Background: an optimization exercise with open tools, aiming at a short achievable clock period and few clock cycles per item. Do not read the settings as production practice.
Function was checked by simulation only, so behaviour that the tests miss may differ from the original.
Power is estimated from default activity; no workload was simulated.

Setup of run A:
Design cpu, start of the top module:
module cpu(clk, rst, imem_addr, imem_rdata, dmem_addr, dmem_rdata, dmem_we, dmem_wdata);
Settings: LEC_CHECK=0, CAP_MARGIN=20, CORE_MARGIN=2, CORE_UTILIZATION=45, SETUP_SLACK_MARGIN=5, SLEW_MARGIN=20, SYNTH_HIERARCHICAL=1; clock period 7.5 ns.
standard.sh (not shown) runs the stock make flow with config.mk's settings and CLKGATE_MAP_FILE= SYNTH_SCRIPT=/design/flow/synth_recipe.tcl, a recipe that flattens the netlist after the stock synthesis.
==> flow/flow/run.sh <==
#!/bin/bash
# The standard layout (standard.sh) with these changes:
# - synthesis leaves Yosys's adders to ABC instead of mapping them to the
#   library's full/half-adder cells, and ABC maps for delay (structural choices, then its classic
#   mapper; flow/abc.script) instead of ORFS's speed script;
set -o pipefail
export ADDER_MAP_FILE=
export MY_ABC_SCRIPT=$PWD/flow/abc.script
# The standard flow's synthesis script with the ABC script replaced
{ head -n 1 synth_recipe.tcl
  cat <<'EOT'
proc abc {args} {
  set i [lsearch -exact $args -script]
  if {$i >= 0} { set args [lreplace $args $i [expr {$i + 1}] -script $::env(MY_ABC_SCRIPT)] }
  yosys abc {*}$args
}
EOT
  tail -n +2 synth_recipe.tcl; } > flow_synth.tcl
bash standard.sh SYNTH_SCRIPT=$PWD/flow_synth.tcl SETUP_SLACK_MARGIN=5 finish 2>&1 | tee standard.log
==> flow/flow/abc.script <==
strash
dch
map -D 300
buffer -c
topo
stime -c
upsize -c
dnsize -c
Run A completed; timing, DRC and antenna clean
Testbench counts of run A, summed over its fixed seeds: cycles 46,044, instructions 44,290.
> inputs changed (run A -> run B)
# run A
export LEC_CHECK = 0
export CAP_MARGIN = 20
export CORE_MARGIN = 2
export CORE_UTILIZATION = 45
export SETUP_SLACK_MARGIN = 5
export SLEW_MARGIN = 20
export SYNTH_HIERARCHICAL = 1
create_clock -name core_clock -period 7.5 [get_ports {clk}]
# run B
export LEC_CHECK = 0
export CAP_MARGIN = 20
export CORE_MARGIN = 2
export CORE_UTILIZATION = 30
export SETUP_SLACK_MARGIN = 5
export SLEW_MARGIN = 20
export SYNTH_HIERARCHICAL = 1
create_clock -name core_clock -period 7.5 [get_ports {clk}]
Run B vs run A — die span in x climbed by more than 10%
Going from run A to run B, the met1 track utilization from global routing was found to have gone down by 19 points.
Run B ends up with lower total power of the final layout than run A does.
Cmp run A and run B / placed standard-cell area / higher: run B
In run B relative to run A, non-clock buffer count had gone down by more than 10%.
Run B ended up with a lower power per standard cell area than run A did.
Diff run A -> run B | number of clock buffer instances in the layout | increase of 7.2%
## Diff of input files: run C against run B
# run B
export LEC_CHECK = 0
export CAP_MARGIN = 20
export CORE_MARGIN = 2
export CORE_UTILIZATION = 30
export SETUP_SLACK_MARGIN = 5
export SLEW_MARGIN = 20
export SYNTH_HIERARCHICAL = 1
create_clock -name core_clock -period 7.5 [get_ports {clk}]
# run C
export LEC_CHECK = 0
export CAP_MARGIN = 20
export CORE_MARGIN = 2
export CORE_UTILIZATION = 35
export SETUP_SLACK_MARGIN = 5
export SLEW_MARGIN = 20
export SYNTH_HIERARCHICAL = 1
create_clock -name core_clock -period 7.5 [get_ports {clk}]
diff --git a/flow/flow/run.sh b/flow/flow/run.sh
--- a/flow/flow/run.sh
+++ b/flow/flow/run.sh
@@ -17,3 +17,3 @@
 EOT
   tail -n +2 synth_recipe.tcl; } > flow_synth.tcl
-bash standard.sh SYNTH_SCRIPT=$PWD/flow_synth.tcl SETUP_SLACK_MARGIN=5 finish 2>&1 | tee standard.log
+bash standard.sh SYNTH_SCRIPT=$PWD/flow_synth.tcl SETUP_SLACK_MARGIN=5.5 finish 2>&1 | tee standard.log
Results
- Delta (run C minus run B): full die area shrank by 39,000 µm², shortest period the worst path allows shows an increase of 0.069 ns, total placed cells including tap cells now sits lower, register fraction of the total cell area went down 7.4 points.
- Wire length on met2 is lower on run B
- On number of port buffers, run B tracks run C almost exactly.
- Delta (run C minus run B): count of standard-cell rows went down, count of inserted tapcells went down, area growth from synthesis to layout went up.
For run D, these inputs were changed with respect to run C:
# run C
export LEC_CHECK = 0
export CAP_MARGIN = 20
export CORE_MARGIN = 2
export CORE_UTILIZATION = 35
export SETUP_SLACK_MARGIN = 5
export SLEW_MARGIN = 20
export SYNTH_HIERARCHICAL = 1
create_clock -name core_clock -period 7.5 [get_ports {clk}]
# run D
export LEC_CHECK = 0
export CAP_MARGIN = 20
export CORE_MARGIN = 2
export CORE_UTILIZATION = 40
export PLACE_DENSITY = 0.7
export SETUP_SLACK_MARGIN = 5
export SLEW_MARGIN = 20
export SYNTH_HIERARCHICAL = 1
create_clock -name core_clock -period 7.5 [get_ports {clk}]
diff --git a/flow/flow/run.sh b/flow/flow/run.sh
--- a/flow/flow/run.sh
+++ b/flow/flow/run.sh
@@ -17,3 +17,3 @@
 EOT
   tail -n +2 synth_recipe.tcl; } > flow_synth.tcl
-bash standard.sh SYNTH_SCRIPT=$PWD/flow_synth.tcl SETUP_SLACK_MARGIN=5.5 finish 2>&1 | tee standard.log
+bash standard.sh SYNTH_SCRIPT=$PWD/flow_synth.tcl SETUP_SLACK_MARGIN=5 finish 2>&1 | tee standard.log
==> comparison <==
Comparing die area for run D and run C, the bigger number came from run C. Compared with run C, in run D critical path required time now sits at about the same level; wire length of the first global-routing pass shows a reduction of 20%. Global routing usage on met1 delta for run D relative to run C: 4.6 points lower. Diff run D..run C | area taken by flip-flops and latches | negligible. When run D is set beside run C, its initial standard-cell utilization of the core turns out to be 5.1 points larger. Run D vs run C, instance count: run D lower.

---

cpu, a different RTL version from the one above (not shown whole).
Size: about 9600 cells after synthesis, ~1700 flip-flops.
Settings: LEC_CHECK=0, CAP_MARGIN=20, CORE_MARGIN=2, CORE_UTILIZATION=50, SETUP_SLACK_MARGIN=5, SLEW_MARGIN=20, SYNTH_HIERARCHICAL=1; clock period 7.5 ns.
==> flow/flow/run.sh <==
#!/bin/bash
# The standard layout (standard.sh) with these changes:
# - synthesis leaves Yosys's adders to ABC instead of mapping them to the
#   library's full/half-adder cells, and ABC maps for delay (structural choices, then its classic
#   mapper; flow/abc.script) instead of ORFS's speed script;
set -o pipefail
export ADDER_MAP_FILE=
export MY_ABC_SCRIPT=$PWD/flow/abc.script
# The standard flow's synthesis script with the ABC script replaced
{ head -n 1 synth_recipe.tcl
  cat <<'EOT'
proc abc {args} {
  set i [lsearch -exact $args -script]
  if {$i >= 0} { set args [lreplace $args $i [expr {$i + 1}] -script $::env(MY_ABC_SCRIPT)] }
  yosys abc {*}$args
}
EOT
  tail -n +2 synth_recipe.tcl; } > flow_synth.tcl
bash standard.sh SYNTH_SCRIPT=$PWD/flow_synth.tcl SETUP_SLACK_MARGIN=5 finish 2>&1 | tee standard.log
Scripts as last shown in full above: flow/flow/abc.script
The starting point finished clean.
Testbench counts at the start, summed over its fixed seeds: cycles 46,044, instructions 44,290.
==> next run, changes <==
CORE_UTILIZATION = 45   (was 50)
CTS_CLUSTER_DIAMETER = 100   (was unset)
CTS_CLUSTER_SIZE = 20   (was unset)
After rerunning: The new run produced a clean layout. Synthesized area does not change. Final cell count rises by 1.3%. Count of clock-buffer cells in the layout fell by 98. Register-to-register slack barely changes. Worst setup slack gains 0.052 ns. Clock power is lower by 37%. Hold slack degrades by 0.0048 ns. Design area is lower by 1.4%. Clock skew hardly moves. Routed wire length is higher by 1.8%.
==> next run, changes <==
CORE_UTILIZATION = 55   (was 45)
CTS_CLUSTER_DIAMETER = 120   (was 100)
CTS_CLUSTER_SIZE = 25   (was 20)
After rerunning: The changed run went through all stages and came out clean; via count is higher by 2.0%; hold slack is better by 0.0034 ns; sequential power barely changes; clock skew rises by 0.019 ns; first-iteration DRC count increases by 27%; power is lower by about 2.8%; worst setup slack improves by 0.014 ns.
==> next run, changes <==
CORE_UTILIZATION = 45   (was 55)
CTS_CLUSTER_DIAMETER = unset   (was 120)
CTS_CLUSTER_SIZE = unset   (was 25)
After rerunning: The changed run produced a clean layout. Area after synthesis does not change. Total power climbs by about a fifth. Combinational power climbs slightly. Die area climbs by about a fifth.

## what the ideal ports hide
Ports are ideal in the flow. The routed layouts listed here were re-timed in OpenROAD. Step 1, drivers: a clkbuf_16 drives clk and a buf_2 each remaining input, both assumed. Step 2 moves the port delays by t, midway between the first and last clock arrival at a register: inputs arrive t later, outputs are due t later. That takes back most of the time a late clock gives input paths. Slacks: ideal ports / drivers / drivers and shift; pairs: ideal ports / drivers.
run | t (ns) | slack for setup (ns) | hold slack, ns | worst setup path after step 2 | worst slew at a driven data input, ns
run A | 0.936 | 4.651 / 4.566 / 3.877 | 0.328 / 0.328 / 0.328 | input to register | 0.32
run B | 0.926 | 4.671 / 4.588 / 3.805 | 0.326 / 0.326 / 0.326 | input to register | 0.32
run C | 0.999 | 4.602 / 4.507 / 3.770 | 0.323 / 0.323 / 0.323 | input to register | 0.68
run D | 0.931 | 4.670 / 4.572 / 3.710 | 0.331 / 0.331 / 0.331 | input to register | 0.53
the first run of note 2 | 0.932 | 4.677 / 4.588 / 3.873 | 0.339 / 0.339 / 0.339 | input to register | 0.31
the second run of note 2 | 0.885 | 4.729 / 4.629 / 3.815 | 0.334 / 0.334 / 0.334 | input to register | 0.39
the third run of note 2 | 0.857 | 4.743 / 4.663 / 3.857 | 0.337 / 0.337 / 0.337 | input to register | 0.33
the fourth run of note 2 | 0.932 | 4.687 / 4.603 / 3.926 | 0.327 / 0.327 / 0.327 | input to register | 0.20
After both steps setup and hold are still met in every run listed. For run D, which loses most, drivers alone change the setup slack by -0.098 ns; drivers and shift together by -0.960 ns.
